This design comes from an exercise in tuning for small area and a short achievable clock period on the open sky130 flow, not from production work. No functional check of the RTL was part of any run shown here. Power figures rest on the tool's default switching activity, not on a simulated workload.

==> design/flow/design.v <==
module mac_16bit(out_rounded,md,mr,clk,rst);
output reg [26:0] out_rounded;
input [15:0] md,mr;
input clk,rst;
reg [15:0] MD;
reg [7:0] ONE, TWO, NEG;         
reg [84:0] P;                  
reg [39:0] A;                    
reg [3:0] CB;                 
reg [8:0] k;       
reg clr;           
reg z1;            
reg r1, z2;        
wire zero = !rst | clr;
wire [16:0] mrx = {mr, 1'b0};
wire [7:0] one_n, two_n, neg_n;
genvar g;
generate for (g = 0; g < 8; g = g + 1) begin : enc
  assign one_n[g] = mrx[2*g+1] ^ mrx[2*g];
  assign two_n[g] = (mrx[2*g+2] & ~mrx[2*g+1] & ~mrx[2*g]) | (~mrx[2*g+2] & mrx[2*g+1] & mrx[2*g]);
  assign neg_n[g] = mrx[2*g+2] & ~(mrx[2*g+1] & mrx[2*g]);
end endgenerate
wire [16:0] pp0 = (({17{ONE[0]}} & {MD[15], MD}) | ({17{TWO[0]}} & {MD, 1'b0})) ^ {17{NEG[0]}};
wire ns0 = ~pp0[16];
wire [16:0] pp1 = (({17{ONE[1]}} & {MD[15], MD}) | ({17{TWO[1]}} & {MD, 1'b0})) ^ {17{NEG[1]}};
wire ns1 = ~pp1[16];
wire [16:0] pp2 = (({17{ONE[2]}} & {MD[15], MD}) | ({17{TWO[2]}} & {MD, 1'b0})) ^ {17{NEG[2]}};
wire ns2 = ~pp2[16];
wire [16:0] pp3 = (({17{ONE[3]}} & {MD[15], MD}) | ({17{TWO[3]}} & {MD, 1'b0})) ^ {17{NEG[3]}};
wire ns3 = ~pp3[16];
wire [16:0] pp4 = (({17{ONE[4]}} & {MD[15], MD}) | ({17{TWO[4]}} & {MD, 1'b0})) ^ {17{NEG[4]}};
wire ns4 = ~pp4[16];
wire [16:0] pp5 = (({17{ONE[5]}} & {MD[15], MD}) | ({17{TWO[5]}} & {MD, 1'b0})) ^ {17{NEG[5]}};
wire ns5 = ~pp5[16];
wire [16:0] pp6 = (({17{ONE[6]}} & {MD[15], MD}) | ({17{TWO[6]}} & {MD, 1'b0})) ^ {17{NEG[6]}};
wire ns6 = ~pp6[16];
wire [16:0] pp7 = (({17{ONE[7]}} & {MD[15], MD}) | ({17{TWO[7]}} & {MD, 1'b0})) ^ {17{NEG[7]}};
wire ns7 = ~pp7[16];
wire as1, ac2; assign {ac2, as1} = {1'b0, pp0[10]} + {1'b0, pp1[8]};
wire as3, ac4; assign {ac4, as3} = {1'b0, pp0[11]} + {1'b0, pp1[9]};
wire as5, ac6; assign {ac6, as5} = {1'b0, pp0[12]} + {1'b0, pp1[10]} + {1'b0, pp2[8]};
wire as7, ac8; assign {ac8, as7} = {1'b0, pp3[6]} + {1'b0, pp4[4]};
wire as9, ac10; assign {ac10, as9} = {1'b0, pp0[13]} + {1'b0, pp1[11]} + {1'b0, pp2[9]};
wire as11, ac12; assign {ac12, as11} = {1'b0, pp3[7]} + {1'b0, pp4[5]};
wire as13, ac14; assign {ac14, as13} = {1'b0, pp0[14]} + {1'b0, pp1[12]} + {1'b0, pp2[10]};
wire as15, ac16; assign {ac16, as15} = {1'b0, pp3[8]} + {1'b0, pp4[6]} + {1'b0, pp5[4]};
wire as17, ac18; assign {ac18, as17} = {1'b0, pp6[2]} + {1'b0, pp7[0]};
wire as19, ac20; assign {ac20, as19} = {1'b0, pp0[15]} + {1'b0, pp1[13]} + {1'b0, pp2[11]};
wire as21, ac22; assign {ac22, as21} = {1'b0, pp3[9]} + {1'b0, pp4[7]} + {1'b0, pp5[5]};
wire as23, ac24; assign {ac24, as23} = {1'b0, pp6[3]} + {1'b0, pp7[1]};
wire as25 = ~(ns0 ^ pp1[14]); wire ac26 = ns0 | pp1[14];
wire as27, ac28; assign {ac28, as27} = {1'b0, pp2[12]} + {1'b0, pp3[10]} + {1'b0, pp4[8]};
wire as29, ac30; assign {ac30, as29} = {1'b0, pp5[6]} + {1'b0, pp6[4]} + {1'b0, pp7[2]};
wire as31 = ~(pp1[15] ^ pp2[13]); wire ac32 = pp1[15] | pp2[13];
wire as33, ac34; assign {ac34, as33} = {1'b0, pp3[11]} + {1'b0, pp4[9]} + {1'b0, pp5[7]};
wire as35, ac36; assign {ac36, as35} = {1'b0, pp6[5]} + {1'b0, pp7[3]};
wire as37, ac38; assign {ac38, as37} = {1'b0, ns1} + {1'b0, pp2[14]} + {1'b0, pp3[12]};
wire as39, ac40; assign {ac40, as39} = {1'b0, pp4[10]} + {1'b0, pp5[8]} + {1'b0, pp6[6]};
wire as41 = ~(pp2[15] ^ pp3[13]); wire ac42 = pp2[15] | pp3[13];
wire as43, ac44; assign {ac44, as43} = {1'b0, pp4[11]} + {1'b0, pp5[9]};
wire as45, ac46; assign {ac46, as45} = {1'b0, ns2} + {1'b0, pp3[14]} + {1'b0, pp4[12]};
wire as47 = ~pp3[15];
wire as48, ac49; assign {ac49, as48} = {1'b0, pp0[6]} + {1'b0, pp1[4]};
wire as50, ac51; assign {ac51, as50} = {1'b0, pp0[7]} + {1'b0, pp1[5]};
wire as52, ac53; assign {ac53, as52} = {1'b0, pp0[8]} + {1'b0, pp1[6]} + {1'b0, pp2[4]};
wire as54, ac55; assign {ac55, as54} = {1'b0, pp3[2]} + {1'b0, pp4[0]};
wire as56, ac57; assign {ac57, as56} = {1'b0, pp0[9]} + {1'b0, pp1[7]} + {1'b0, pp2[5]};
wire as58, ac59; assign {ac59, as58} = {1'b0, pp3[3]} + {1'b0, pp4[1]};
wire as60, ac61; assign {ac61, as60} = {1'b0, as1} + {1'b0, pp2[6]} + {1'b0, pp3[4]};
wire as62, ac63; assign {ac63, as62} = {1'b0, pp4[2]} + {1'b0, pp5[0]} + {1'b0, NEG[5]};
wire as64, ac65; assign {ac65, as64} = {1'b0, as3} + {1'b0, pp2[7]} + {1'b0, pp3[5]};
wire as66, ac67; assign {ac67, as66} = {1'b0, pp4[3]} + {1'b0, pp5[1]} + {1'b0, ac2};
wire as68, ac69; assign {ac69, as68} = {1'b0, as5} + {1'b0, as7} + {1'b0, pp5[2]};
wire as70, ac71; assign {ac71, as70} = {1'b0, pp6[0]} + {1'b0, NEG[6]} + {1'b0, ac4};
wire as72, ac73; assign {ac73, as72} = {1'b0, as9} + {1'b0, as11} + {1'b0, pp5[3]};
wire as74, ac75; assign {ac75, as74} = {1'b0, pp6[1]} + {1'b0, ac6} + {1'b0, ac8};
wire as76, ac77; assign {ac77, as76} = {1'b0, as13} + {1'b0, as15} + {1'b0, as17};
wire as78, ac79; assign {ac79, as78} = {1'b0, NEG[7]} + {1'b0, ac10} + {1'b0, ac12};
wire as80, ac81; assign {ac81, as80} = {1'b0, as19} + {1'b0, as21} + {1'b0, as23};
wire as82, ac83; assign {ac83, as82} = {1'b0, ac14} + {1'b0, ac16} + {1'b0, ac18};
wire as84, ac85; assign {ac85, as84} = {1'b0, as25} + {1'b0, as27} + {1'b0, as29};
wire as86, ac87; assign {ac87, as86} = {1'b0, ac20} + {1'b0, ac22} + {1'b0, ac24};
wire as88, ac89; assign {ac89, as88} = {1'b0, as31} + {1'b0, as33} + {1'b0, as35};
wire as90, ac91; assign {ac91, as90} = {1'b0, ac26} + {1'b0, ac28} + {1'b0, ac30};
wire as92, ac93; assign {ac93, as92} = {1'b0, as37} + {1'b0, as39} + {1'b0, pp7[4]};
wire as94, ac95; assign {ac95, as94} = {1'b0, ac32} + {1'b0, ac34} + {1'b0, ac36};
wire as96, ac97; assign {ac97, as96} = {1'b0, as41} + {1'b0, as43} + {1'b0, pp6[7]};
wire as98, ac99; assign {ac99, as98} = {1'b0, pp7[5]} + {1'b0, ac38} + {1'b0, ac40};
wire as100, ac101; assign {ac101, as100} = {1'b0, as45} + {1'b0, pp5[10]} + {1'b0, pp6[8]};
wire as102, ac103; assign {ac103, as102} = {1'b0, pp7[6]} + {1'b0, ac42} + {1'b0, ac44};
wire as104, ac105; assign {ac105, as104} = {1'b0, as47} + {1'b0, pp4[13]} + {1'b0, pp5[11]};
wire as106, ac107; assign {ac107, as106} = {1'b0, pp6[9]} + {1'b0, pp7[7]} + {1'b0, ac46};
wire as108, ac109; assign {ac109, as108} = {1'b0, ns3} + {1'b0, pp4[14]} + {1'b0, pp5[12]};
wire as110, ac111; assign {ac111, as110} = {1'b0, pp6[10]} + {1'b0, pp7[8]} + {1'b0, pp3[15]};
wire as112 = ~(pp4[15] ^ pp5[13]); wire ac113 = pp4[15] | pp5[13];
wire as114, ac115; assign {ac115, as114} = {1'b0, pp6[11]} + {1'b0, pp7[9]};
wire as116, ac117; assign {ac117, as116} = {1'b0, ns4} + {1'b0, pp5[14]} + {1'b0, pp6[12]};
wire as118 = ~pp5[15];
wire as119, ac120; assign {ac120, as119} = {1'b0, pp0[4]} + {1'b0, pp1[2]};
wire as121, ac122; assign {ac122, as121} = {1'b0, pp0[5]} + {1'b0, pp1[3]};
wire as123, ac124; assign {ac124, as123} = {1'b0, as48} + {1'b0, pp2[2]} + {1'b0, pp3[0]};
wire as125, ac126; assign {ac126, as125} = {1'b0, as50} + {1'b0, pp2[3]} + {1'b0, pp3[1]};
wire as127, ac128; assign {ac128, as127} = {1'b0, as52} + {1'b0, as54} + {1'b0, NEG[4]};
wire as129, ac130; assign {ac130, as129} = {1'b0, as56} + {1'b0, as58} + {1'b0, ac53};
wire as131, ac132; assign {ac132, as131} = {1'b0, as60} + {1'b0, as62} + {1'b0, ac57};
wire as133, ac134; assign {ac134, as133} = {1'b0, as64} + {1'b0, as66} + {1'b0, ac61};
wire as135, ac136; assign {ac136, as135} = {1'b0, as68} + {1'b0, as70} + {1'b0, ac65};
wire as137, ac138; assign {ac138, as137} = {1'b0, as72} + {1'b0, as74} + {1'b0, ac69};
wire as139, ac140; assign {ac140, as139} = {1'b0, as76} + {1'b0, as78} + {1'b0, ac73};
wire as141, ac142; assign {ac142, as141} = {1'b0, as80} + {1'b0, as82} + {1'b0, ac77};
wire as143, ac144; assign {ac144, as143} = {1'b0, as84} + {1'b0, as86} + {1'b0, ac81};
wire as145, ac146; assign {ac146, as145} = {1'b0, as88} + {1'b0, as90} + {1'b0, ac85};
wire as147, ac148; assign {ac148, as147} = {1'b0, as92} + {1'b0, as94} + {1'b0, ac89};
wire as149, ac150; assign {ac150, as149} = {1'b0, as96} + {1'b0, as98} + {1'b0, ac93};
wire as151, ac152; assign {ac152, as151} = {1'b0, as100} + {1'b0, as102} + {1'b0, ac97};
wire as153, ac154; assign {ac154, as153} = {1'b0, as104} + {1'b0, as106} + {1'b0, ac101};
wire as155, ac156; assign {ac156, as155} = {1'b0, as108} + {1'b0, as110} + {1'b0, ac105};
wire as157, ac158; assign {ac158, as157} = {1'b0, as112} + {1'b0, as114} + {1'b0, ac109};
wire as159, ac160; assign {ac160, as159} = {1'b0, as116} + {1'b0, pp7[10]} + {1'b0, ac113};
wire as161, ac162; assign {ac162, as161} = {1'b0, as118} + {1'b0, pp6[13]} + {1'b0, pp7[11]};
wire as163, ac164; assign {ac164, as163} = {1'b0, ns5} + {1'b0, pp6[14]} + {1'b0, pp7[12]};
wire as165 = ~pp6[15];
wire [84:0] pnext;
assign pnext[0] = pp0[0];
assign pnext[1] = NEG[0];
assign pnext[2] = pp0[1];
assign pnext[3] = pp0[2];
assign pnext[4] = pp1[0];
assign pnext[5] = NEG[1];
assign pnext[6] = pp0[3];
assign pnext[7] = pp1[1];
assign pnext[8] = as119;
assign pnext[9] = pp2[0];
assign pnext[10] = NEG[2];
assign pnext[11] = as121;
assign pnext[12] = pp2[1];
assign pnext[13] = ac120;
assign pnext[14] = as123;
assign pnext[15] = NEG[3];
assign pnext[16] = ac122;
assign pnext[17] = as125;
assign pnext[18] = ac49;
assign pnext[19] = ac124;
assign pnext[20] = as127;
assign pnext[21] = ac51;
assign pnext[22] = ac126;
assign pnext[23] = as129;
assign pnext[24] = ac55;
assign pnext[25] = ac128;
assign pnext[26] = as131;
assign pnext[27] = ac59;
assign pnext[28] = ac130;
assign pnext[29] = as133;
assign pnext[30] = ac63;
assign pnext[31] = ac132;
assign pnext[32] = as135;
assign pnext[33] = ac67;
assign pnext[34] = ac134;
assign pnext[35] = as137;
assign pnext[36] = ac71;
assign pnext[37] = ac136;
assign pnext[38] = as139;
assign pnext[39] = ac75;
assign pnext[40] = ac138;
assign pnext[41] = as141;
assign pnext[42] = ac79;
assign pnext[43] = ac140;
assign pnext[44] = as143;
assign pnext[45] = ac83;
assign pnext[46] = ac142;
assign pnext[47] = as145;
assign pnext[48] = ac87;
assign pnext[49] = ac144;
assign pnext[50] = as147;
assign pnext[51] = ac91;
assign pnext[52] = ac146;
assign pnext[53] = as149;
assign pnext[54] = ac95;
assign pnext[55] = ac148;
assign pnext[56] = as151;
assign pnext[57] = ac99;
assign pnext[58] = ac150;
assign pnext[59] = as153;
assign pnext[60] = ac103;
assign pnext[61] = ac152;
assign pnext[62] = as155;
assign pnext[63] = ac107;
assign pnext[64] = ac154;
assign pnext[65] = as157;
assign pnext[66] = ac111;
assign pnext[67] = ac156;
assign pnext[68] = as159;
assign pnext[69] = ac115;
assign pnext[70] = ac158;
assign pnext[71] = as161;
assign pnext[72] = ac117;
assign pnext[73] = ac160;
assign pnext[74] = as163;
assign pnext[75] = pp5[15];
assign pnext[76] = ac162;
assign pnext[77] = as165;
assign pnext[78] = pp7[13];
assign pnext[79] = ac164;
assign pnext[80] = ns6;
assign pnext[81] = pp7[14];
assign pnext[82] = pp6[15];
assign pnext[83] = pp7[15];
assign pnext[84] = ns7;
wire bs166, bc167; assign {bc167, bs166} = {1'b0, P[3]} + {1'b0, P[4]};
wire bs168, bc169; assign {bc169, bs168} = {1'b0, P[6]} + {1'b0, P[7]};
wire bs170, bc171; assign {bc171, bs170} = {1'b0, P[8]} + {1'b0, P[9]} + {1'b0, P[10]};
wire bs172, bc173; assign {bc173, bs172} = {1'b0, P[11]} + {1'b0, P[12]} + {1'b0, P[13]};
wire bs174, bc175; assign {bc175, bs174} = {1'b0, P[14]} + {1'b0, P[15]} + {1'b0, P[16]};
wire bs176, bc177; assign {bc177, bs176} = {1'b0, P[17]} + {1'b0, P[18]} + {1'b0, P[19]};
wire bs178, bc179; assign {bc179, bs178} = {1'b0, P[20]} + {1'b0, P[21]} + {1'b0, P[22]};
wire bs180, bc181; assign {bc181, bs180} = {1'b0, P[23]} + {1'b0, P[24]} + {1'b0, P[25]};
wire bs182, bc183; assign {bc183, bs182} = {1'b0, P[26]} + {1'b0, P[27]} + {1'b0, P[28]};
wire bs184, bc185; assign {bc185, bs184} = {1'b0, P[29]} + {1'b0, P[30]} + {1'b0, P[31]};
wire bs186, bc187; assign {bc187, bs186} = {1'b0, P[32]} + {1'b0, P[33]} + {1'b0, P[34]};
wire bs188, bc189; assign {bc189, bs188} = {1'b0, P[35]} + {1'b0, P[36]} + {1'b0, P[37]};
wire bs190, bc191; assign {bc191, bs190} = {1'b0, P[38]} + {1'b0, P[39]} + {1'b0, P[40]};
wire bs192, bc193; assign {bc193, bs192} = {1'b0, P[41]} + {1'b0, P[42]} + {1'b0, P[43]};
wire bs194, bc195; assign {bc195, bs194} = {1'b0, P[44]} + {1'b0, P[45]} + {1'b0, P[46]};
wire bs196, bc197; assign {bc197, bs196} = {1'b0, P[47]} + {1'b0, P[48]} + {1'b0, P[49]};
wire bs198, bc199; assign {bc199, bs198} = {1'b0, P[50]} + {1'b0, P[51]} + {1'b0, P[52]};
wire bs200, bc201; assign {bc201, bs200} = {1'b0, P[53]} + {1'b0, P[54]} + {1'b0, P[55]};
wire bs202, bc203; assign {bc203, bs202} = {1'b0, P[56]} + {1'b0, P[57]} + {1'b0, P[58]};
wire bs204, bc205; assign {bc205, bs204} = {1'b0, P[59]} + {1'b0, P[60]} + {1'b0, P[61]};
wire bs206, bc207; assign {bc207, bs206} = {1'b0, P[62]} + {1'b0, P[63]} + {1'b0, P[64]};
wire bs208, bc209; assign {bc209, bs208} = {1'b0, P[65]} + {1'b0, P[66]} + {1'b0, P[67]};
wire bs210, bc211; assign {bc211, bs210} = {1'b0, P[68]} + {1'b0, P[69]} + {1'b0, P[70]};
wire bs212, bc213; assign {bc213, bs212} = {1'b0, P[71]} + {1'b0, P[72]} + {1'b0, P[73]};
wire bs214, bc215; assign {bc215, bs214} = {1'b0, P[74]} + {1'b0, P[75]} + {1'b0, P[76]};
wire bs216, bc217; assign {bc217, bs216} = {1'b0, P[77]} + {1'b0, P[78]} + {1'b0, P[79]};
wire bs218, bc219; assign {bc219, bs218} = {1'b0, P[80]} + {1'b0, P[81]} + {1'b0, P[82]};
wire bs220 = ~P[83];
wire bs221, bc222; assign {bc222, bs221} = {1'b0, P[0]} + {1'b0, P[1]};
wire bs223, bc224; assign {bc224, bs223} = {1'b0, P[2]} + {1'b0, A[1]};
wire bs225, bc226; assign {bc226, bs225} = {1'b0, bs166} + {1'b0, P[5]} + {1'b0, A[2]};
wire bs227, bc228; assign {bc228, bs227} = {1'b0, bs168} + {1'b0, A[3]} + {1'b0, bc167};
wire bs229, bc230; assign {bc230, bs229} = {1'b0, bs170} + {1'b0, A[4]} + {1'b0, bc169};
wire bs231, bc232; assign {bc232, bs231} = {1'b0, bs172} + {1'b0, A[5]} + {1'b0, bc171};
wire bs233, bc234; assign {bc234, bs233} = {1'b0, bs174} + {1'b0, A[6]} + {1'b0, bc173};
wire bs235, bc236; assign {bc236, bs235} = {1'b0, bs176} + {1'b0, A[7]} + {1'b0, bc175};
wire bs237, bc238; assign {bc238, bs237} = {1'b0, bs178} + {1'b0, A[8]} + {1'b0, bc177};
wire bs239, bc240; assign {bc240, bs239} = {1'b0, bs180} + {1'b0, A[9]} + {1'b0, bc179};
wire bs241, bc242; assign {bc242, bs241} = {1'b0, bs182} + {1'b0, A[10]} + {1'b0, bc181};
wire bs243, bc244; assign {bc244, bs243} = {1'b0, bs184} + {1'b0, A[11]} + {1'b0, bc183};
wire bs245, bc246; assign {bc246, bs245} = {1'b0, bs186} + {1'b0, A[12]} + {1'b0, bc185};
wire bs247, bc248; assign {bc248, bs247} = {1'b0, bs188} + {1'b0, A[13]} + {1'b0, bc187};
wire bs249, bc250; assign {bc250, bs249} = {1'b0, bs190} + {1'b0, A[14]} + {1'b0, bc189};
wire bs251, bc252; assign {bc252, bs251} = {1'b0, bs192} + {1'b0, A[15]} + {1'b0, bc191};
wire bs253, bc254; assign {bc254, bs253} = {1'b0, bs194} + {1'b0, A[16]} + {1'b0, bc193};
wire bs255, bc256; assign {bc256, bs255} = {1'b0, bs196} + {1'b0, A[17]} + {1'b0, bc195};
wire bs257, bc258; assign {bc258, bs257} = {1'b0, bs198} + {1'b0, A[18]} + {1'b0, bc197};
wire bs259, bc260; assign {bc260, bs259} = {1'b0, bs200} + {1'b0, A[19]} + {1'b0, bc199};
wire bs261, bc262; assign {bc262, bs261} = {1'b0, bs202} + {1'b0, A[20]} + {1'b0, bc201};
wire bs263, bc264; assign {bc264, bs263} = {1'b0, bs204} + {1'b0, A[21]} + {1'b0, bc203};
wire bs265, bc266; assign {bc266, bs265} = {1'b0, bs206} + {1'b0, A[22]} + {1'b0, bc205};
wire bs267, bc268; assign {bc268, bs267} = {1'b0, bs208} + {1'b0, A[23]} + {1'b0, bc207};
wire bs269, bc270; assign {bc270, bs269} = {1'b0, bs210} + {1'b0, A[24]} + {1'b0, bc209};
wire bs271, bc272; assign {bc272, bs271} = {1'b0, bs212} + {1'b0, A[25]} + {1'b0, bc211};
wire bs273, bc274; assign {bc274, bs273} = {1'b0, bs214} + {1'b0, A[26]} + {1'b0, bc213};
wire bs275, bc276; assign {bc276, bs275} = {1'b0, bs216} + {1'b0, A[27]} + {1'b0, bc215};
wire bs277, bc278; assign {bc278, bs277} = {1'b0, bs218} + {1'b0, A[28]} + {1'b0, bc217};
wire bs279, bc280; assign {bc280, bs279} = {1'b0, bs220} + {1'b0, A[29]} + {1'b0, bc219};
wire bs281, bc282; assign {bc282, bs281} = {1'b0, P[84]} + {1'b0, A[30]} + {1'b0, P[83]};
wire bs283 = ~A[31];
wire [7:0] yhi = 8'd0 + {7'd0, A[31]} - 8'd1;
wire k0_g284, k0_p292; assign {k0_g284, k0_p292} = {1'b0, bs221} + {1'b0, A[0]};
wire k0_g285, k0_p293; assign {k0_g285, k0_p293} = {1'b0, bs223} + {1'b0, bc222};
wire k0_g286, k0_p294; assign {k0_g286, k0_p294} = {1'b0, bs225} + {1'b0, bc224};
wire k0_g287, k0_p295; assign {k0_g287, k0_p295} = {1'b0, bs227} + {1'b0, bc226};
wire k0_g288, k0_p296; assign {k0_g288, k0_p296} = {1'b0, bs229} + {1'b0, bc228};
wire k0_g289, k0_p297; assign {k0_g289, k0_p297} = {1'b0, bs231} + {1'b0, bc230};
wire k0_g290, k0_p298; assign {k0_g290, k0_p298} = {1'b0, bs233} + {1'b0, bc232};
wire k0_g291, k0_p299; assign {k0_g291, k0_p299} = {1'b0, bs235} + {1'b0, bc234};
wire k0_G300 = k0_g285 | (k0_p293 & k0_g284);
wire k0_P301 = k0_p293 & k0_p292;
wire k0_G302 = k0_g286 | (k0_p294 & k0_g285);
wire k0_P303 = k0_p294 & k0_p293;
wire k0_G304 = k0_g287 | (k0_p295 & k0_g286);
wire k0_P305 = k0_p295 & k0_p294;
wire k0_G306 = k0_g288 | (k0_p296 & k0_g287);
wire k0_P307 = k0_p296 & k0_p295;
wire k0_G308 = k0_g289 | (k0_p297 & k0_g288);
wire k0_P309 = k0_p297 & k0_p296;
wire k0_G310 = k0_g290 | (k0_p298 & k0_g289);
wire k0_P311 = k0_p298 & k0_p297;
wire k0_G312 = k0_g291 | (k0_p299 & k0_g290);
wire k0_P313 = k0_p299 & k0_p298;
wire k0_G314 = k0_G302 | (k0_P303 & k0_g284);
wire k0_P315 = k0_P303 & k0_p292;
wire k0_G316 = k0_G304 | (k0_P305 & k0_G300);
wire k0_P317 = k0_P305 & k0_P301;
wire k0_G318 = k0_G306 | (k0_P307 & k0_G302);
wire k0_P319 = k0_P307 & k0_P303;
wire k0_G320 = k0_G308 | (k0_P309 & k0_G304);
wire k0_P321 = k0_P309 & k0_P305;
wire k0_G322 = k0_G310 | (k0_P311 & k0_G306);
wire k0_P323 = k0_P311 & k0_P307;
wire k0_G324 = k0_G312 | (k0_P313 & k0_G308);
wire k0_P325 = k0_P313 & k0_P309;
wire k0_G326 = k0_G318 | (k0_P319 & k0_g284);
wire k0_P327 = k0_P319 & k0_p292;
wire k0_G328 = k0_G320 | (k0_P321 & k0_G300);
wire k0_P329 = k0_P321 & k0_P301;
wire k0_G330 = k0_G322 | (k0_P323 & k0_G314);
wire k0_P331 = k0_P323 & k0_P315;
wire k0_G332 = k0_G324 | (k0_P325 & k0_G316);
wire k0_P333 = k0_P325 & k0_P317;
wire k0_s334 = k0_p292;
wire k0_s335 = k0_p293 ^ k0_g284;
wire k0_s336 = k0_p294 ^ k0_G300;
wire k0_s337 = k0_p295 ^ k0_G314;
wire k0_s338 = k0_p296 ^ k0_G316;
wire k0_s339 = k0_p297 ^ k0_G326;
wire k0_s340 = k0_p298 ^ k0_G328;
wire k0_s341 = k0_p299 ^ k0_G330;
wire k1_g342, k1_p350; assign {k1_g342, k1_p350} = {1'b0, bs237} + {1'b0, bc236};
wire k1_g343, k1_p351; assign {k1_g343, k1_p351} = {1'b0, bs239} + {1'b0, bc238};
wire k1_g344, k1_p352; assign {k1_g344, k1_p352} = {1'b0, bs241} + {1'b0, bc240};
wire k1_g345, k1_p353; assign {k1_g345, k1_p353} = {1'b0, bs243} + {1'b0, bc242};
wire k1_g346, k1_p354; assign {k1_g346, k1_p354} = {1'b0, bs245} + {1'b0, bc244};
wire k1_g347, k1_p355; assign {k1_g347, k1_p355} = {1'b0, bs247} + {1'b0, bc246};
wire k1_g348, k1_p356; assign {k1_g348, k1_p356} = {1'b0, bs249} + {1'b0, bc248};
wire k1_g349, k1_p357; assign {k1_g349, k1_p357} = {1'b0, bs251} + {1'b0, bc250};
wire k1_g358 = k1_g342 | (k1_p350 & CB[0]);
wire k1_G359 = k1_g343 | (k1_p351 & k1_g358);
wire k1_P360 = k1_p351 & k1_p350;
wire k1_G361 = k1_g344 | (k1_p352 & k1_g343);
wire k1_P362 = k1_p352 & k1_p351;
wire k1_G363 = k1_g345 | (k1_p353 & k1_g344);
wire k1_P364 = k1_p353 & k1_p352;
wire k1_G365 = k1_g346 | (k1_p354 & k1_g345);
wire k1_P366 = k1_p354 & k1_p353;
wire k1_G367 = k1_g347 | (k1_p355 & k1_g346);
wire k1_P368 = k1_p355 & k1_p354;
wire k1_G369 = k1_g348 | (k1_p356 & k1_g347);
wire k1_P370 = k1_p356 & k1_p355;
wire k1_G371 = k1_g349 | (k1_p357 & k1_g348);
wire k1_P372 = k1_p357 & k1_p356;
wire k1_G373 = k1_G361 | (k1_P362 & k1_g358);
wire k1_P374 = k1_P362 & k1_p350;
wire k1_G375 = k1_G363 | (k1_P364 & k1_G359);
wire k1_P376 = k1_P364 & k1_P360;
wire k1_G377 = k1_G365 | (k1_P366 & k1_G361);
wire k1_P378 = k1_P366 & k1_P362;
wire k1_G379 = k1_G367 | (k1_P368 & k1_G363);
wire k1_P380 = k1_P368 & k1_P364;
wire k1_G381 = k1_G369 | (k1_P370 & k1_G365);
wire k1_P382 = k1_P370 & k1_P366;
wire k1_G383 = k1_G371 | (k1_P372 & k1_G367);
wire k1_P384 = k1_P372 & k1_P368;
wire k1_G385 = k1_G377 | (k1_P378 & k1_g358);
wire k1_P386 = k1_P378 & k1_p350;
wire k1_G387 = k1_G379 | (k1_P380 & k1_G359);
wire k1_P388 = k1_P380 & k1_P360;
wire k1_G389 = k1_G381 | (k1_P382 & k1_G373);
wire k1_P390 = k1_P382 & k1_P374;
wire k1_G391 = k1_G383 | (k1_P384 & k1_G375);
wire k1_P392 = k1_P384 & k1_P376;
wire k1_s393 = k1_p350 ^ CB[0];
wire k1_s394 = k1_p351 ^ k1_g358;
wire k1_s395 = k1_p352 ^ k1_G359;
wire k1_s396 = k1_p353 ^ k1_G373;
wire k1_s397 = k1_p354 ^ k1_G375;
wire k1_s398 = k1_p355 ^ k1_G385;
wire k1_s399 = k1_p356 ^ k1_G387;
wire k1_s400 = k1_p357 ^ k1_G389;
wire k2_g401, k2_p409; assign {k2_g401, k2_p409} = {1'b0, bs253} + {1'b0, bc252};
wire k2_g402, k2_p410; assign {k2_g402, k2_p410} = {1'b0, bs255} + {1'b0, bc254};
wire k2_g403, k2_p411; assign {k2_g403, k2_p411} = {1'b0, bs257} + {1'b0, bc256};
wire k2_g404, k2_p412; assign {k2_g404, k2_p412} = {1'b0, bs259} + {1'b0, bc258};
wire k2_g405, k2_p413; assign {k2_g405, k2_p413} = {1'b0, bs261} + {1'b0, bc260};
wire k2_g406, k2_p414; assign {k2_g406, k2_p414} = {1'b0, bs263} + {1'b0, bc262};
wire k2_g407, k2_p415; assign {k2_g407, k2_p415} = {1'b0, bs265} + {1'b0, bc264};
wire k2_g408, k2_p416; assign {k2_g408, k2_p416} = {1'b0, bs267} + {1'b0, bc266};
wire k2_g417 = k2_g401 | (k2_p409 & CB[1]);
wire k2_G418 = k2_g402 | (k2_p410 & k2_g417);
wire k2_P419 = k2_p410 & k2_p409;
wire k2_G420 = k2_g403 | (k2_p411 & k2_g402);
wire k2_P421 = k2_p411 & k2_p410;
wire k2_G422 = k2_g404 | (k2_p412 & k2_g403);
wire k2_P423 = k2_p412 & k2_p411;
wire k2_G424 = k2_g405 | (k2_p413 & k2_g404);
wire k2_P425 = k2_p413 & k2_p412;
wire k2_G426 = k2_g406 | (k2_p414 & k2_g405);
wire k2_P427 = k2_p414 & k2_p413;
wire k2_G428 = k2_g407 | (k2_p415 & k2_g406);
wire k2_P429 = k2_p415 & k2_p414;
wire k2_G430 = k2_g408 | (k2_p416 & k2_g407);
wire k2_P431 = k2_p416 & k2_p415;
wire k2_G432 = k2_G420 | (k2_P421 & k2_g417);
wire k2_P433 = k2_P421 & k2_p409;
wire k2_G434 = k2_G422 | (k2_P423 & k2_G418);
wire k2_P435 = k2_P423 & k2_P419;
wire k2_G436 = k2_G424 | (k2_P425 & k2_G420);
wire k2_P437 = k2_P425 & k2_P421;
wire k2_G438 = k2_G426 | (k2_P427 & k2_G422);
wire k2_P439 = k2_P427 & k2_P423;
wire k2_G440 = k2_G428 | (k2_P429 & k2_G424);
wire k2_P441 = k2_P429 & k2_P425;
wire k2_G442 = k2_G430 | (k2_P431 & k2_G426);
wire k2_P443 = k2_P431 & k2_P427;
wire k2_G444 = k2_G436 | (k2_P437 & k2_g417);
wire k2_P445 = k2_P437 & k2_p409;
wire k2_G446 = k2_G438 | (k2_P439 & k2_G418);
wire k2_P447 = k2_P439 & k2_P419;
wire k2_G448 = k2_G440 | (k2_P441 & k2_G432);
wire k2_P449 = k2_P441 & k2_P433;
wire k2_G450 = k2_G442 | (k2_P443 & k2_G434);
wire k2_P451 = k2_P443 & k2_P435;
wire k2_s452 = k2_p409 ^ CB[1];
wire k2_s453 = k2_p410 ^ k2_g417;
wire k2_s454 = k2_p411 ^ k2_G418;
wire k2_s455 = k2_p412 ^ k2_G432;
wire k2_s456 = k2_p413 ^ k2_G434;
wire k2_s457 = k2_p414 ^ k2_G444;
wire k2_s458 = k2_p415 ^ k2_G446;
wire k2_s459 = k2_p416 ^ k2_G448;
wire k3_g460, k3_p468; assign {k3_g460, k3_p468} = {1'b0, bs269} + {1'b0, bc268};
wire k3_g461, k3_p469; assign {k3_g461, k3_p469} = {1'b0, bs271} + {1'b0, bc270};
wire k3_g462, k3_p470; assign {k3_g462, k3_p470} = {1'b0, bs273} + {1'b0, bc272};
wire k3_g463, k3_p471; assign {k3_g463, k3_p471} = {1'b0, bs275} + {1'b0, bc274};
wire k3_g464, k3_p472; assign {k3_g464, k3_p472} = {1'b0, bs277} + {1'b0, bc276};
wire k3_g465, k3_p473; assign {k3_g465, k3_p473} = {1'b0, bs279} + {1'b0, bc278};
wire k3_g466, k3_p474; assign {k3_g466, k3_p474} = {1'b0, bs281} + {1'b0, bc280};
wire k3_g467, k3_p475; assign {k3_g467, k3_p475} = {1'b0, bs283} + {1'b0, bc282};
wire k3_g476 = k3_g460 | (k3_p468 & CB[2]);
wire k3_G477 = k3_g461 | (k3_p469 & k3_g476);
wire k3_P478 = k3_p469 & k3_p468;
wire k3_G479 = k3_g462 | (k3_p470 & k3_g461);
wire k3_P480 = k3_p470 & k3_p469;
wire k3_G481 = k3_g463 | (k3_p471 & k3_g462);
wire k3_P482 = k3_p471 & k3_p470;
wire k3_G483 = k3_g464 | (k3_p472 & k3_g463);
wire k3_P484 = k3_p472 & k3_p471;
wire k3_G485 = k3_g465 | (k3_p473 & k3_g464);
wire k3_P486 = k3_p473 & k3_p472;
wire k3_G487 = k3_g466 | (k3_p474 & k3_g465);
wire k3_P488 = k3_p474 & k3_p473;
wire k3_G489 = k3_g467 | (k3_p475 & k3_g466);
wire k3_P490 = k3_p475 & k3_p474;
wire k3_G491 = k3_G479 | (k3_P480 & k3_g476);
wire k3_P492 = k3_P480 & k3_p468;
wire k3_G493 = k3_G481 | (k3_P482 & k3_G477);
wire k3_P494 = k3_P482 & k3_P478;
wire k3_G495 = k3_G483 | (k3_P484 & k3_G479);
wire k3_P496 = k3_P484 & k3_P480;
wire k3_G497 = k3_G485 | (k3_P486 & k3_G481);
wire k3_P498 = k3_P486 & k3_P482;
wire k3_G499 = k3_G487 | (k3_P488 & k3_G483);
wire k3_P500 = k3_P488 & k3_P484;
wire k3_G501 = k3_G489 | (k3_P490 & k3_G485);
wire k3_P502 = k3_P490 & k3_P486;
wire k3_G503 = k3_G495 | (k3_P496 & k3_g476);
wire k3_P504 = k3_P496 & k3_p468;
wire k3_G505 = k3_G497 | (k3_P498 & k3_G477);
wire k3_P506 = k3_P498 & k3_P478;
wire k3_G507 = k3_G499 | (k3_P500 & k3_G491);
wire k3_P508 = k3_P500 & k3_P492;
wire k3_G509 = k3_G501 | (k3_P502 & k3_G493);
wire k3_P510 = k3_P502 & k3_P494;
wire k3_s511 = k3_p468 ^ CB[2];
wire k3_s512 = k3_p469 ^ k3_g476;
wire k3_s513 = k3_p470 ^ k3_G477;
wire k3_s514 = k3_p471 ^ k3_G491;
wire k3_s515 = k3_p472 ^ k3_G493;
wire k3_s516 = k3_p473 ^ k3_G503;
wire k3_s517 = k3_p474 ^ k3_G505;
wire k3_s518 = k3_p475 ^ k3_G507;
wire k4_g519, k4_p527; assign {k4_g519, k4_p527} = {1'b0, A[32]} + {1'b0, yhi[0]};
wire k4_g520, k4_p528; assign {k4_g520, k4_p528} = {1'b0, A[33]} + {1'b0, yhi[1]};
wire k4_g521, k4_p529; assign {k4_g521, k4_p529} = {1'b0, A[34]} + {1'b0, yhi[2]};
wire k4_g522, k4_p530; assign {k4_g522, k4_p530} = {1'b0, A[35]} + {1'b0, yhi[3]};
wire k4_g523, k4_p531; assign {k4_g523, k4_p531} = {1'b0, A[36]} + {1'b0, yhi[4]};
wire k4_g524, k4_p532; assign {k4_g524, k4_p532} = {1'b0, A[37]} + {1'b0, yhi[5]};
wire k4_g525, k4_p533; assign {k4_g525, k4_p533} = {1'b0, A[38]} + {1'b0, yhi[6]};
wire k4_g526, k4_p534; assign {k4_g526, k4_p534} = {1'b0, A[39]} + {1'b0, yhi[7]};
wire k4_g535 = k4_g519 | (k4_p527 & CB[3]);
wire k4_G536 = k4_g520 | (k4_p528 & k4_g535);
wire k4_P537 = k4_p528 & k4_p527;
wire k4_G538 = k4_g521 | (k4_p529 & k4_g520);
wire k4_P539 = k4_p529 & k4_p528;
wire k4_G540 = k4_g522 | (k4_p530 & k4_g521);
wire k4_P541 = k4_p530 & k4_p529;
wire k4_G542 = k4_g523 | (k4_p531 & k4_g522);
wire k4_P543 = k4_p531 & k4_p530;
wire k4_G544 = k4_g524 | (k4_p532 & k4_g523);
wire k4_P545 = k4_p532 & k4_p531;
wire k4_G546 = k4_g525 | (k4_p533 & k4_g524);
wire k4_P547 = k4_p533 & k4_p532;
wire k4_G548 = k4_g526 | (k4_p534 & k4_g525);
wire k4_P549 = k4_p534 & k4_p533;
wire k4_G550 = k4_G538 | (k4_P539 & k4_g535);
wire k4_P551 = k4_P539 & k4_p527;
wire k4_G552 = k4_G540 | (k4_P541 & k4_G536);
wire k4_P553 = k4_P541 & k4_P537;
wire k4_G554 = k4_G542 | (k4_P543 & k4_G538);
wire k4_P555 = k4_P543 & k4_P539;
wire k4_G556 = k4_G544 | (k4_P545 & k4_G540);
wire k4_P557 = k4_P545 & k4_P541;
wire k4_G558 = k4_G546 | (k4_P547 & k4_G542);
wire k4_P559 = k4_P547 & k4_P543;
wire k4_G560 = k4_G548 | (k4_P549 & k4_G544);
wire k4_P561 = k4_P549 & k4_P545;
wire k4_G562 = k4_G554 | (k4_P555 & k4_g535);
wire k4_P563 = k4_P555 & k4_p527;
wire k4_G564 = k4_G556 | (k4_P557 & k4_G536);
wire k4_P565 = k4_P557 & k4_P537;
wire k4_G566 = k4_G558 | (k4_P559 & k4_G550);
wire k4_P567 = k4_P559 & k4_P551;
wire k4_G568 = k4_G560 | (k4_P561 & k4_G552);
wire k4_P569 = k4_P561 & k4_P553;
wire k4_s570 = k4_p527 ^ CB[3];
wire k4_s571 = k4_p528 ^ k4_g535;
wire k4_s572 = k4_p529 ^ k4_G536;
wire k4_s573 = k4_p530 ^ k4_G550;
wire k4_s574 = k4_p531 ^ k4_G552;
wire k4_s575 = k4_p532 ^ k4_G562;
wire k4_s576 = k4_p533 ^ k4_G564;
wire k4_s577 = k4_p534 ^ k4_G566;
wire [39:0] sum = {k4_s577, k4_s576, k4_s575, k4_s574, k4_s573, k4_s572, k4_s571, k4_s570, k3_s518, k3_s517, k3_s516, k3_s515, k3_s514, k3_s513, k3_s512, k3_s511, k2_s459, k2_s458, k2_s457, k2_s456, k2_s455, k2_s454, k2_s453, k2_s452, k1_s400, k1_s399, k1_s398, k1_s397, k1_s396, k1_s395, k1_s394, k1_s393, k0_s341, k0_s340, k0_s339, k0_s338, k0_s337, k0_s336, k0_s335, k0_s334};
wire [3:0] cbnext = {k3_G509, k2_G450, k1_G391, k0_G332};
wire [13:0] L = {1'b0, A[12:0]} + {5'd0, CB[0], 8'd0};
wire c13 = L[13];
wire up = L[12] & ((A[13] ^ c13) | (|L[11:0]));
wire rg578, rp605; assign {rg578, rp605} = {1'b0, A[13]} + {1'b0, c13};
wire rg579 = 1'b0; wire rp606 = A[14];
wire rg580 = 1'b0; wire rp607 = A[15];
wire rg581, rp608; assign {rg581, rp608} = {1'b0, A[16]} + {1'b0, CB[1]};
wire rg582 = 1'b0; wire rp609 = A[17];
wire rg583 = 1'b0; wire rp610 = A[18];
wire rg584 = 1'b0; wire rp611 = A[19];
wire rg585 = 1'b0; wire rp612 = A[20];
wire rg586 = 1'b0; wire rp613 = A[21];
wire rg587 = 1'b0; wire rp614 = A[22];
wire rg588 = 1'b0; wire rp615 = A[23];
wire rg589, rp616; assign {rg589, rp616} = {1'b0, A[24]} + {1'b0, CB[2]};
wire rg590 = 1'b0; wire rp617 = A[25];
wire rg591 = 1'b0; wire rp618 = A[26];
wire rg592 = 1'b0; wire rp619 = A[27];
wire rg593 = 1'b0; wire rp620 = A[28];
wire rg594 = 1'b0; wire rp621 = A[29];
wire rg595 = 1'b0; wire rp622 = A[30];
wire rg596 = 1'b0; wire rp623 = A[31];
wire rg597, rp624; assign {rg597, rp624} = {1'b0, A[32]} + {1'b0, CB[3]};
wire rg598 = 1'b0; wire rp625 = A[33];
wire rg599 = 1'b0; wire rp626 = A[34];
wire rg600 = 1'b0; wire rp627 = A[35];
wire rg601 = 1'b0; wire rp628 = A[36];
wire rg602 = 1'b0; wire rp629 = A[37];
wire rg603 = 1'b0; wire rp630 = A[38];
wire rg604 = 1'b0; wire rp631 = A[39];
wire rG632 = rg579 | (rp606 & rg578);
wire rP633 = rp606 & rp605;
wire rG634 = rg581 | (rp608 & rg580);
wire rP635 = rp608 & rp607;
wire rG636 = rg583 | (rp610 & rg582);
wire rP637 = rp610 & rp609;
wire rG638 = rg585 | (rp612 & rg584);
wire rP639 = rp612 & rp611;
wire rG640 = rg587 | (rp614 & rg586);
wire rP641 = rp614 & rp613;
wire rG642 = rg589 | (rp616 & rg588);
wire rP643 = rp616 & rp615;
wire rG644 = rg591 | (rp618 & rg590);
wire rP645 = rp618 & rp617;
wire rG646 = rg593 | (rp620 & rg592);
wire rP647 = rp620 & rp619;
wire rG648 = rg595 | (rp622 & rg594);
wire rP649 = rp622 & rp621;
wire rG650 = rg597 | (rp624 & rg596);
wire rP651 = rp624 & rp623;
wire rG652 = rg599 | (rp626 & rg598);
wire rP653 = rp626 & rp625;
wire rG654 = rg601 | (rp628 & rg600);
wire rP655 = rp628 & rp627;
wire rG656 = rg603 | (rp630 & rg602);
wire rP657 = rp630 & rp629;
wire rG658 = rg580 | (rp607 & rG632);
wire rP659 = rp607 & rP633;
wire rG660 = rG634 | (rP635 & rG632);
wire rP661 = rP635 & rP633;
wire rG662 = rg584 | (rp611 & rG636);
wire rP663 = rp611 & rP637;
wire rG664 = rG638 | (rP639 & rG636);
wire rP665 = rP639 & rP637;
wire rG666 = rg588 | (rp615 & rG640);
wire rP667 = rp615 & rP641;
wire rG668 = rG642 | (rP643 & rG640);
wire rP669 = rP643 & rP641;
wire rG670 = rg592 | (rp619 & rG644);
wire rP671 = rp619 & rP645;
wire rG672 = rG646 | (rP647 & rG644);
wire rP673 = rP647 & rP645;
wire rG674 = rg596 | (rp623 & rG648);
wire rP675 = rp623 & rP649;
wire rG676 = rG650 | (rP651 & rG648);
wire rP677 = rP651 & rP649;
wire rG678 = rg600 | (rp627 & rG652);
wire rP679 = rp627 & rP653;
wire rG680 = rG654 | (rP655 & rG652);
wire rP681 = rP655 & rP653;
wire rG682 = rg604 | (rp631 & rG656);
wire rP683 = rp631 & rP657;
wire rG684 = rg582 | (rp609 & rG660);
wire rP685 = rp609 & rP661;
wire rG686 = rG636 | (rP637 & rG660);
wire rP687 = rP637 & rP661;
wire rG688 = rG662 | (rP663 & rG660);
wire rP689 = rP663 & rP661;
wire rG690 = rG664 | (rP665 & rG660);
wire rP691 = rP665 & rP661;
wire rG692 = rg590 | (rp617 & rG668);
wire rP693 = rp617 & rP669;
wire rG694 = rG644 | (rP645 & rG668);
wire rP695 = rP645 & rP669;
wire rG696 = rG670 | (rP671 & rG668);
wire rP697 = rP671 & rP669;
wire rG698 = rG672 | (rP673 & rG668);
wire rP699 = rP673 & rP669;
wire rG700 = rg598 | (rp625 & rG676);
wire rP701 = rp625 & rP677;
wire rG702 = rG652 | (rP653 & rG676);
wire rP703 = rP653 & rP677;
wire rG704 = rG678 | (rP679 & rG676);
wire rP705 = rP679 & rP677;
wire rG706 = rG680 | (rP681 & rG676);
wire rP707 = rP681 & rP677;
wire rG708 = rg586 | (rp613 & rG690);
wire rP709 = rp613 & rP691;
wire rG710 = rG640 | (rP641 & rG690);
wire rP711 = rP641 & rP691;
wire rG712 = rG666 | (rP667 & rG690);
wire rP713 = rP667 & rP691;
wire rG714 = rG668 | (rP669 & rG690);
wire rP715 = rP669 & rP691;
wire rG716 = rG692 | (rP693 & rG690);
wire rP717 = rP693 & rP691;
wire rG718 = rG694 | (rP695 & rG690);
wire rP719 = rP695 & rP691;
wire rG720 = rG696 | (rP697 & rG690);
wire rP721 = rP697 & rP691;
wire rG722 = rG698 | (rP699 & rG690);
wire rP723 = rP699 & rP691;
wire rG724 = rg602 | (rp629 & rG706);
wire rP725 = rp629 & rP707;
wire rG726 = rG656 | (rP657 & rG706);
wire rP727 = rP657 & rP707;
wire rG728 = rG682 | (rP683 & rG706);
wire rP729 = rP683 & rP707;
wire rG730 = rg594 | (rp621 & rG722);
wire rP731 = rp621 & rP723;
wire rG732 = rG648 | (rP649 & rG722);
wire rP733 = rP649 & rP723;
wire rG734 = rG674 | (rP675 & rG722);
wire rP735 = rP675 & rP723;
wire rG736 = rG676 | (rP677 & rG722);
wire rP737 = rP677 & rP723;
wire rG738 = rG700 | (rP701 & rG722);
wire rP739 = rP701 & rP723;
wire rG740 = rG702 | (rP703 & rG722);
wire rP741 = rP703 & rP723;
wire rG742 = rG704 | (rP705 & rG722);
wire rP743 = rP705 & rP723;
wire rG744 = rG706 | (rP707 & rG722);
wire rP745 = rP707 & rP723;
wire rG746 = rG724 | (rP725 & rG722);
wire rP747 = rP725 & rP723;
wire rG748 = rG726 | (rP727 & rG722);
wire rP749 = rP727 & rP723;
wire rG750 = rG728 | (rP729 & rG722);
wire rP751 = rP729 & rP723;
wire rs752 = rp605 ^ up;
wire rc753 = rg578 | (rp605 & up);
wire rs754 = rp606 ^ rc753;
wire rc755 = rG632 | (rP633 & up);
wire rs756 = rp607 ^ rc755;
wire rc757 = rG658 | (rP659 & up);
wire rs758 = rp608 ^ rc757;
wire rc759 = rG660 | (rP661 & up);
wire rs760 = rp609 ^ rc759;
wire rc761 = rG684 | (rP685 & up);
wire rs762 = rp610 ^ rc761;
wire rc763 = rG686 | (rP687 & up);
wire rs764 = rp611 ^ rc763;
wire rc765 = rG688 | (rP689 & up);
wire rs766 = rp612 ^ rc765;
wire rc767 = rG690 | (rP691 & up);
wire rs768 = rp613 ^ rc767;
wire rc769 = rG708 | (rP709 & up);
wire rs770 = rp614 ^ rc769;
wire rc771 = rG710 | (rP711 & up);
wire rs772 = rp615 ^ rc771;
wire rc773 = rG712 | (rP713 & up);
wire rs774 = rp616 ^ rc773;
wire rc775 = rG714 | (rP715 & up);
wire rs776 = rp617 ^ rc775;
wire rc777 = rG716 | (rP717 & up);
wire rs778 = rp618 ^ rc777;
wire rc779 = rG718 | (rP719 & up);
wire rs780 = rp619 ^ rc779;
wire rc781 = rG720 | (rP721 & up);
wire rs782 = rp620 ^ rc781;
wire rc783 = rG722 | (rP723 & up);
wire rs784 = rp621 ^ rc783;
wire rc785 = rG730 | (rP731 & up);
wire rs786 = rp622 ^ rc785;
wire rc787 = rG732 | (rP733 & up);
wire rs788 = rp623 ^ rc787;
wire rc789 = rG734 | (rP735 & up);
wire rs790 = rp624 ^ rc789;
wire rc791 = rG736 | (rP737 & up);
wire rs792 = rp625 ^ rc791;
wire rc793 = rG738 | (rP739 & up);
wire rs794 = rp626 ^ rc793;
wire rc795 = rG740 | (rP741 & up);
wire rs796 = rp627 ^ rc795;
wire rc797 = rG742 | (rP743 & up);
wire rs798 = rp628 ^ rc797;
wire rc799 = rG744 | (rP745 & up);
wire rs800 = rp629 ^ rc799;
wire rc801 = rG746 | (rP747 & up);
wire rs802 = rp630 ^ rc801;
wire rc803 = rG748 | (rP749 & up);
wire rs804 = rp631 ^ rc803;
wire [26:0] rnd = {rs804, rs802, rs800, rs798, rs796, rs794, rs792, rs790, rs788, rs786, rs784, rs782, rs780, rs778, rs776, rs774, rs772, rs770, rs768, rs766, rs764, rs762, rs760, rs758, rs756, rs754, rs752};
always @(posedge clk) begin
  MD <= md;
  ONE <= one_n;
  TWO <= two_n;
  NEG <= neg_n;
  P <= pnext;
  z1 <= zero;
  r1 <= !rst;
  z2 <= r1;
  if (z1 | z2) A <= 40'd0;
  else A <= sum;
  if (z1 | z2) CB <= 4'd0;
  else CB <= cbnext;
  out_rounded <= (zero | z1) ? 27'd0 : rnd;
  if (zero) k <= {8'd0, clr};
  else k <= k + 9'd1;
  clr <= rst & !clr & (k == 9'd258);
end
endmodule
==> design/flow/run.sh <==
#!/bin/bash
# synth_recipe.tcl (not shown) runs the flow's synth.tcl, then flattens the netlist and writes it again
# the make line also repeats each setting of config.mk as NAME=value (left out here)
make -C /OpenROAD-flow-scripts/flow DESIGN_CONFIG=/design/flow/config.mk WORK_HOME=/design/flow/orfs CLKGATE_MAP_FILE= SYNTH_SCRIPT=/design/flow/synth_recipe.tcl finish
==> design/flow/config.mk <==
export PLATFORM = sky130hd
export DESIGN_NAME = mac_16bit
export DESIGN_NICKNAME = mac_16bit
export VERILOG_FILES = /design/flow/design.v
export SDC_FILE = /design/flow/constraint.sdc
export NUM_CORES = 4
export LEC_CHECK = 0
export CAP_MARGIN = 20
export CORE_MARGIN = 2
export CORE_UTILIZATION = 40
export SETUP_SLACK_MARGIN = 4.3
export SLEW_MARGIN = 20
==> design/flow/constraint.sdc <==
create_clock -name core_clock -period 6.9 [get_ports {clk}]
set_input_delay 1.3800 -clock core_clock [delete_from_list [all_inputs] [get_ports {clk}]]
set_output_delay 1.3800 -clock core_clock [all_outputs]
set_load 0.01 [all_outputs]
==> results of run 1 <==
-- logic make-up after synthesis --
group,Yosys count
buffers and inverters,300
flip-flops,209
AND/OR/NAND/NOR,201
AO/OA/AOI/OAI,199
adder cells (fa/ha/maj),197
XOR/XNOR,194
multiplexers,2
-- sequential cells by signal, summed over array words and instances (netlist names) --
name and flops:
CB 4, A 40, k 9, r1 1, NEG 8, P 85
z2 1, MD 16, z1 1, ONE 8, TWO 8, out_rounded 27
clr 1
-- power by group --
group / switching (mW) / internal, mW / total [mW] / leakage [nW]
logic: 2.28 / 2.30 / 4.59 / 4.38
clock network: 0.520 / 0.866 / 1.39 / 0.421
registers: 0.213 / 1.52 / 1.73 / 1.75
-- synthesized netlist by cell type, types with 3 or more instances --
cell type	n
nand2b_1	13
a21o_1	9
fa_1	124
buf_2	4
xnor2_1	132
dfxtp_1	209
nor2_1	79
nand4_1	4
or2_2	5
nand3b_1	7
xor2_1	62
ha_1	73
nand2_1	22
a21boi_1	3
nor4_1	6
and3_1	5
nand3_1	12
and2_1	7
a22oi_1	120
o21ai_0	25
a21oi_1	25
nor2b_1	19
inv_1	220
o21bai_1	6
nor3_1	14
clkbuf_1	73
buf_1	3
-- final cells by class --
| cell class | count | area [µm²] |
|---|---|---|
| timing repair buffer | 95 | 863 |
| inverter | 220 | 826 |
| tap | 402 | 503 |
| sequential | 209 | 4310 |
| clock buffer | 33 | 706 |
| fill | 2928 | 16400 |
| multi-input combinational | 793 | 7780 |
| clock inverter | 11 | 170 |
-- routing by layer --
metal / part of all wire / wire (µm) / up-vias
li1: - / - / 4200
met1: 0.47 / 13200 / 4100
met2: 0.45 / 12500 / 257
met3: 0.055 / 1530 / 43
met4: 0.021 / 596 / 0
met5: 0 / 0 / -
-- what timing repair did --
| item | in CTS | in global routing |
|---|---|---|
| setup endpoints to repair | 78 | 52 |
| resized for setup | 122 | 56 |
| hold buffers | 0 | 0 |
| pin swaps | 20 | 27 |
| setup buffers | 17 | 10 |
| cloned | 0 | 0 |
-- cells in the final DEF (no fill, tap or decap), drive strengths merged, types with 3 or more instances in the layout --
cell,n
a21o,9
ha,73
fa,124
xor2,62
a22oi,120
dlygate4sd2,27
inv,221
nand2,22
nor2b,19
and2,7
clkdlybuf4s50,33
nand4,4
a21boi,3
bufinv,4
o21ai,27
o21bai,6
nand3,13
nor4,6
buf,35
nand2b,13
clkinvlp,3
and3,5
clkbuf,33
nand3b,7
xnor2,132
or2,6
nor2,79
clkinv,3
a21oi,25
nor3,14
dfxtp,209
-- final timing paths --
path / cells past startpoint / start / end / slack [ns]
setup / recovery: 13 / P[68] / CB[3] / 3.94
setup reg to reg: 13 / P[68] / CB[3] / 3.94
hold / removal: 0 / r1 / z2 / 0.34
hold reg to reg: 0 / r1 / z2 / 0.34
==> summary.md, run 1 <==
| Metric | Value |
|---|---|
| Status | `no timing/DRC/antenna violations` |
| Met2 Resource Use GR | `0.273` |
| Dpl hpwl | `between 15 and 20 mm` |
| Final Skew | `~0.017 ns` |
| Worst-path clk slew | `around 0.06 ns` |
| Asr flop ratio synth | `0` |
| Primary FF master, synth | `dfxtp_1` |
| Met3 Resource Use GR | `0.0246` |
| Proportion of layout cells with a drive suffix above 1 | `0.148` |
| Netlist cell types | `43` |
| Max Fclk | `0.338 GHz` |
| Worst Hold Class | `register to register` |
| Total GRT Usage | `0.170` |
| Synth top area cells | `dfxtp_1 (33%), fa_1 (19%), xnor2_1 (9.0%)` |
| Initial Utilization | `0.406` |
| Vias in the first global route | `just under 9,000` |
| Pleak | `between 6 and 7 nW` |
| Crit Path Category | `register to register` |
| Worst slew pin tran | `between 0.7 and 0.8 ns` |
| Arr. time, crit path | `3.34 ns` |
| Grt met1 use | `0.239` |
| Synth area leader | `dfxtp_1` |
| Sequential share of the synthesized area | `0.327` |
| Final ANT Viol Nets | `0` |
| Post-Synth Simple-Gate Area | `0.0774` |
| Min Tclk post-route | `2.96 ns` |
| Yosys top cell area share | `0.327` |
| TritonCTS Buffers | `24` |
| IO Pins | `61` |
| Initial antenna violation count | `0` |
| Setup TNS | `0 ns` |
| Worst hold margin | `around 0.34 ns` |
| Synth Warn # | `1` |
| ANT cells | `0` |
| First-pass GRT wire length | `about 46 mm` |
| Synth-to-Final Area Change | `18.4%` |
| Largest net degree at the start of global routing | `38` |
| Power Density | `approximately 510 nW/µm²` |
| Max_cap viols | `0` |
| Final period utilization | `0.429` |
| Post-synthesis compound-gate area fraction | `0.108` |
| Mean routed wirelength per cell | `~16 µm` |
| #FFs+latches synth | `roughly 210` |
| Pre-CTS setup slack | `between 3 and 4 ns` |
| CP required | `7.28 ns` |
| Mapped Cells | `roughly 1,300` |
| Dpl cells | `1,692` |
| Post-Syn Area | `12,800 µm²` |
| Finished Layout Cells | `about 1,800` |
| Vias | `8,600` |
| Largest family of logic cells by synthesized area | `adder cells` |
| Slew headroom | `0.473` |
| Die Span Y | `183 µm` |
| Hold Vio Cnt, Final | `0` |
| Vias per cell | `just under 5` |
| Critical path launch point type | `register` |
| Mean Syn Cell Area | `approximately 9.8 µm²` |
| DRT Wirelength | `between 20 and 30 mm` |
| Placed Area | `around 14,000 µm²` |
| RePlAce Congestion | `approximately 0.8` |
| Crit. End Element | `register` |
| Critical path's largest stage delay | `approximately 0.52 ns` |
| Slowest CP cell | `fa_1` |
| Gr busiest metal | `met2` |
| IO Port Bufs | `60` |
| Die area | `roughly 33,000 µm²` |
| Final setup viols | `0` |
| VDD IR max | `roughly 0.25 mV` |
| Fin nets | `between 1,500 and 2,000` |
| RSZ-0062 raised after global routing | `yes` |
| Worst path cell trace | `inv_2 > fa_1 > fa_1 > fa_2 > inv_2 > fa_2 > a21o_1 > a21oi_2 > o21bai_1 > a21oi_2 > o21bai_1 > a21oi_1 > nor2_1` |
| DRC viols | `0` |
| Synth Area in XOR/XNOR | `0.133` |
| Clock latency (worst-skew pair) | `roughly 0.53 ns` |
| Clock Tree Buf Depth | `3` |
| Post-synth EDFFs | `0` |
| Worst Slack Setup Final | `3.94 ns` |
| CTS tree | `yes` |
| Die Span X | `around 180 µm` |
| WP buf/inv | `2` |
| Syn Nets | `about 1,500` |
| Post-route cell area | `15,200 µm²` |
| Starting DRT DRC Count | `between 500 and 600` |
| CP delay by family, top | `adder cells` |
| Power Total | `roughly 7.7 mW` |
| Grt total ovfl | `0` |
| Worst-path fanout max | `2` |
| Rows | `between 60 and 70` |
| Post-route core utilization | `0.480` |
| Final Max Tran Viols | `0` |
| H-tree Lvls | `1` |
| Clock sink count | `approximately 210` |
| CTS root buf | `clkbuf_16` |
| Post-synthesis mux area share | `0.00176` |
| Post-Synth Adder-Cell Area | `0.265` |
| Detailed Routing Iterations Pass 1 | `6` |
| Core box area | `around 32,000 µm²` |
==> run 2, diff against run 1 <==
--- a/design/flow/config.mk
+++ b/design/flow/config.mk
@@ -9,4 +9,4 @@
 export CORE_MARGIN = 2
 export CORE_UTILIZATION = 40
-export SETUP_SLACK_MARGIN = 4.3
+export SETUP_SLACK_MARGIN = 4.0
 export SLEW_MARGIN = 20
==> run 2 against run 1 <==
  * Combinational power shrank 13%
  * Design area shrank 3.3%
  * Worst setup slack lost 0.040 ns
  * Sequential power is essentially flat
  * Die area is the same
  * Non-clock buffer count shrank 23
  * Worst hold slack lost 0.0083 ns
  * Core utilization shrank 1.6 points
  * Via count shrank 1.8%
  * Clock skew shrank 0.0020 ns
  * Clock power shrank 6%
  * Count of clock-buffer cells in the layout shrank 1
  * Critical path type unchanged
  * Critical endpoint unchanged
  * Largest cell class unchanged
  * Largest power group unchanged
  * Highest routed layer unchanged
==> summary.md, run 2 <==
| Metric | Value |
|---|---|
| Top Metal Used | `met4` |
| Multi-input gate area | `about 7600 µm²` |
| Crit Path Category | `register to register` |
| Worst path cell trace | `inv_2 > fa_1 > fa_1 > fa_2 > inv_2 > fa_2 > a21o_1 > a21oi_2 > o21bai_1 > a21oi_2 > o21bai_1 > a21oi_1 > nor2_1` |
| Biggest register | `P` |
| WL met2 | `approximately 12 mm` |
| Largest regs | `P: 85 flops, A: 40 flops, out_rounded: 27 flops` |
| DRC viols | `0` |
| Die Span Y | `183 µm` |
| Power Total | `about 7.0 mW` |
| Sequential share of the synthesized area | `0.327` |
| Proportion of layout cells with a drive suffix above 1 | `0.104` |
| Clock latency (worst-skew pair) | `around 0.53 ns` |
| Detailed Routing Iterations Pass 1 | `5` |
| Slowest CP cell | `fa_1` |
| # fillers | `2,941` |
| WP buf/inv | `2` |
| Routed wl met3 | `around 1.2 mm` |
| Post-route cell area | `between 10,000 and 15,000 µm²` |
| Pre-CTS setup slack | `roughly 3.8 ns` |
| Combinational group share of total power | `0.568` |
| Sw frac | `0.394` |
| CP delay by family, top | `adder cells` |
| First-pass GRT wire length | `45.1 mm` |
| Grt total ovfl | `0` |
| Mean Syn Cell Area | `slightly below 10 µm²` |
| Vias per cell | `just under 5` |
| Placed Area | `13,700 µm²` |
| Primary FF master, synth | `dfxtp_1` |
| Worst Slack Setup Final | `between 3 and 4 ns` |
| Yosys top cell area share | `0.327` |
| Most common cell after layout, fill and taps aside | `inv_1` |
| CTS tree | `yes` |
| VDD IR max | `between 0.2 and 0.25 mV` |
| Arr. time, crit path | `roughly 3.4 ns` |
| H-tree Lvls | `1` |
| Total GRT Usage | `0.168` |
| Min Tclk post-route | `between 3 and 4 ns` |
| Flip-flop count of the largest register after layout | `85` |
| Final period utilization | `0.435` |
| Hold Vio Cnt, Final | `0` |
| Mean routed wirelength per cell | `15.6 µm` |
| Cts hold-fix bufs | `0` |
| Clock Tree Buf Depth | `3` |
| IO Port Bufs | `60` |
| Netlist cell types | `43` |
| Post-synth EDFFs | `0` |
| Asr flop ratio synth | `0` |
| Mapped Cells | `roughly 1,300` |
| Die Span X | `between 150 and 200 µm` |
| Worst Hold Class | `register to register` |
| Initial antenna violation count | `0` |
| DRT Wirelength | `~27 mm` |
| Worst-path fanout max | `2` |
| Setup TNS | `0 ns` |
| List of most frequent post-synthesis cells | `inv_1 (220), dfxtp_1 (209), xnor2_1 (132)` |
| Die area | `between 30,000 and 40,000 µm²` |
| Slew headroom | `0.484` |
| Status | `no timing/DRC/antenna violations` |
| CP required | `about 7.3 ns` |
| Final setup viols | `0` |
| Synth Warn # | `1` |
| Post-Syn Area | `12,800 µm²` |
| Largest net degree at the start of global routing | `38` |
| Synth top area cells | `dfxtp_1 (33%), fa_1 (19%), xnor2_1 (9.0%)` |
| Power Density | `approximately 480 nW/µm²` |
| Vias in the first global route | `about 8,700` |
| Post-Route M1 WL | `between 10 and 15 mm` |
| Worst-path clk slew | `around 0.060 ns` |
| Worst slew pin tran | `approximately 0.77 ns` |
| Most common cell in the netlist | `inv_1` |
| Final ANT Viol Nets | `0` |
| Final Skew | `0.0147 ns` |
| Clock power frac | `0.185` |
| Syn Nets | `between 1,500 and 2,000` |
| Critical path's largest stage delay | `0.54 ns` |
| Pleak | `about 6.3 nW` |
| Synth-to-Final Area Change | `14.4%` |
| IO Pins | `61` |
| Most frequent cells in the layout | `inv_1 (207), dfxtp_1 (171), xnor2_1 (131)` |
| Net Sw Power | `2.77 mW` |
| Max_cap viols | `0` |
| Dpl cells | `approximately 1,700` |
| P_int | `about 4.3 mW` |
| Clock sink count | `between 200 and 250` |
| Max Fclk | `0.333 GHz` |
| RePlAce Congestion | `0.835` |
| Flop pwr share | `0.247` |
| CTS root buf | `clkbuf_16` |
| Initial Utilization | `0.406` |
| Starting DRT DRC Count | `about 440` |
| Vias | `8,449` |
| Finished Layout Cells | `approximately 1,700` |
| Fin nets | `roughly 1,600` |
| RSZ-0062 raised after global routing | `yes` |
| Crit. End Element | `register` |
| Sequential Area | `4230 µm²` |
| TritonCTS Buffers | `25` |
| Synth area leader | `dfxtp_1` |
| Dpl hpwl | `19.2 mm` |
| ANT cells | `0` |
| Core box area | `~32,000 µm²` |
| Critical path launch point type | `register` |
| #FFs+latches synth | `209` |
| Final Max Tran Viols | `0` |
| Rows | `65` |
==> run 2: changes by cell type in the layout (fill, tap and decap cells not counted), moves of 6 or more <==
cell	change
a22oi_2	-6
inv_2	-6
clkdlybuf4s50_1	+27
buf_6	-8
ha_1	+6
a22oi_1	+6
dlygate4sd2_1	-27
inv_1	+6
dfxtp_2	+23
ha_4	-6
dfxtp_4	-28
buf_4	-15
==> run 2: worst paths after layout <==
| path | slack (ns) | cells after the start | to | start |
|---|---|---|---|---|
| max | 3.90 | 13 | CB[3] | P[70] |
| min | 0.33 | 0 | z2 | r1 |
| max reg2reg | 3.90 | 13 | CB[3] | P[70] |
| min reg2reg | 0.33 | 0 | z2 | r1 |
==> run 2: timing repair <==
item / 4_1_cts / 5_1_grt
setup endpoints to repair: 17 / 34
cloned: 0 / 0
setup buffers: 4 / 2
pin swaps: 6 / 16
resized for setup: 35 / 46
==> run 2: cell type report <==
type | instances | area share
multi-input cells | 793 | 0.517
flip-flops and latches | 209 | 0.289
inverters | 220 | 0.0564
clock buffers | 32 | 0.0479
repair buffers | 72 | 0.0474
well taps | 402 | 0.0343
clock inverters | 10 | 0.00777
==> run 2: logic make-up after synthesis <==
kind of cell,share of synthesized area
buffers and inverters,0.0883
DFF,0.327
and+or+nand+nor,0.0774
AOI/OAI and AO/OA,0.108
adders and majority gates,0.265
xor gates and xnor gates,0.133
muxes,0.00176
==> run 2: metal layers <==
layer / vias up / track usage
met1: 4033 / 0.236
met5: - / 0
met3: 57 / 0.0236
met4: 0 / 0.0515
li1: 4149 / -
met2: 210 / 0.271
==> run 2: power groups by stage <==
stage / registers, mW / logic (mW) / clock network (mW)
after global routing: 1.77 / 4.60 / 1.38
after CTS: 1.73 / 3.87 / 1.33
final: 1.74 / 3.99 / 1.30
after global placement: 1.75 / 3.65 / 0
after detailed placement: 1.75 / 3.72 / 0
after floorplan: 1.64 / 3.05 / 0
==> run 2: metrics by stage <==
step | util | hold slack, ns
CTS | 0.461 | 0.329
global placement | 0.433 | 0.311
detailed placement | 0.433 | 0.316
global route | 0.464 | 0.340
floorplan | - | 0.310
finish | 0.464 | 0.327

what the ideal ports hide:
No port has a modelled driver above. Below, the same layouts with a new extraction and two added sets of constraints. Step 1, drivers: a clkbuf_16 drives clk and a buf_2 each remaining input, both assumed. Step 2 times the ports against the registers' clock, not the clock port: input delays grow and output delays shrink by t, the midpoint of the rising clock arrivals with the driver on. Slacks: no drivers / after step 1 / after step 2; pairs: no drivers / after step 1.
| run | shift t [ns] | setup WS [ns] | cell pins on the clock port's net |
|---|---|---|---|
| run 1 | 0.568 | 3.940 / 3.940 / 3.790 | 1 |
| run 2 | 0.565 | 3.900 / 3.900 / 3.804 | 1 |
After both steps every run listed still meets setup and hold. For run 1, which loses most, drivers alone change the setup slack by 0.000 ns; drivers and shift together by -0.150 ns.
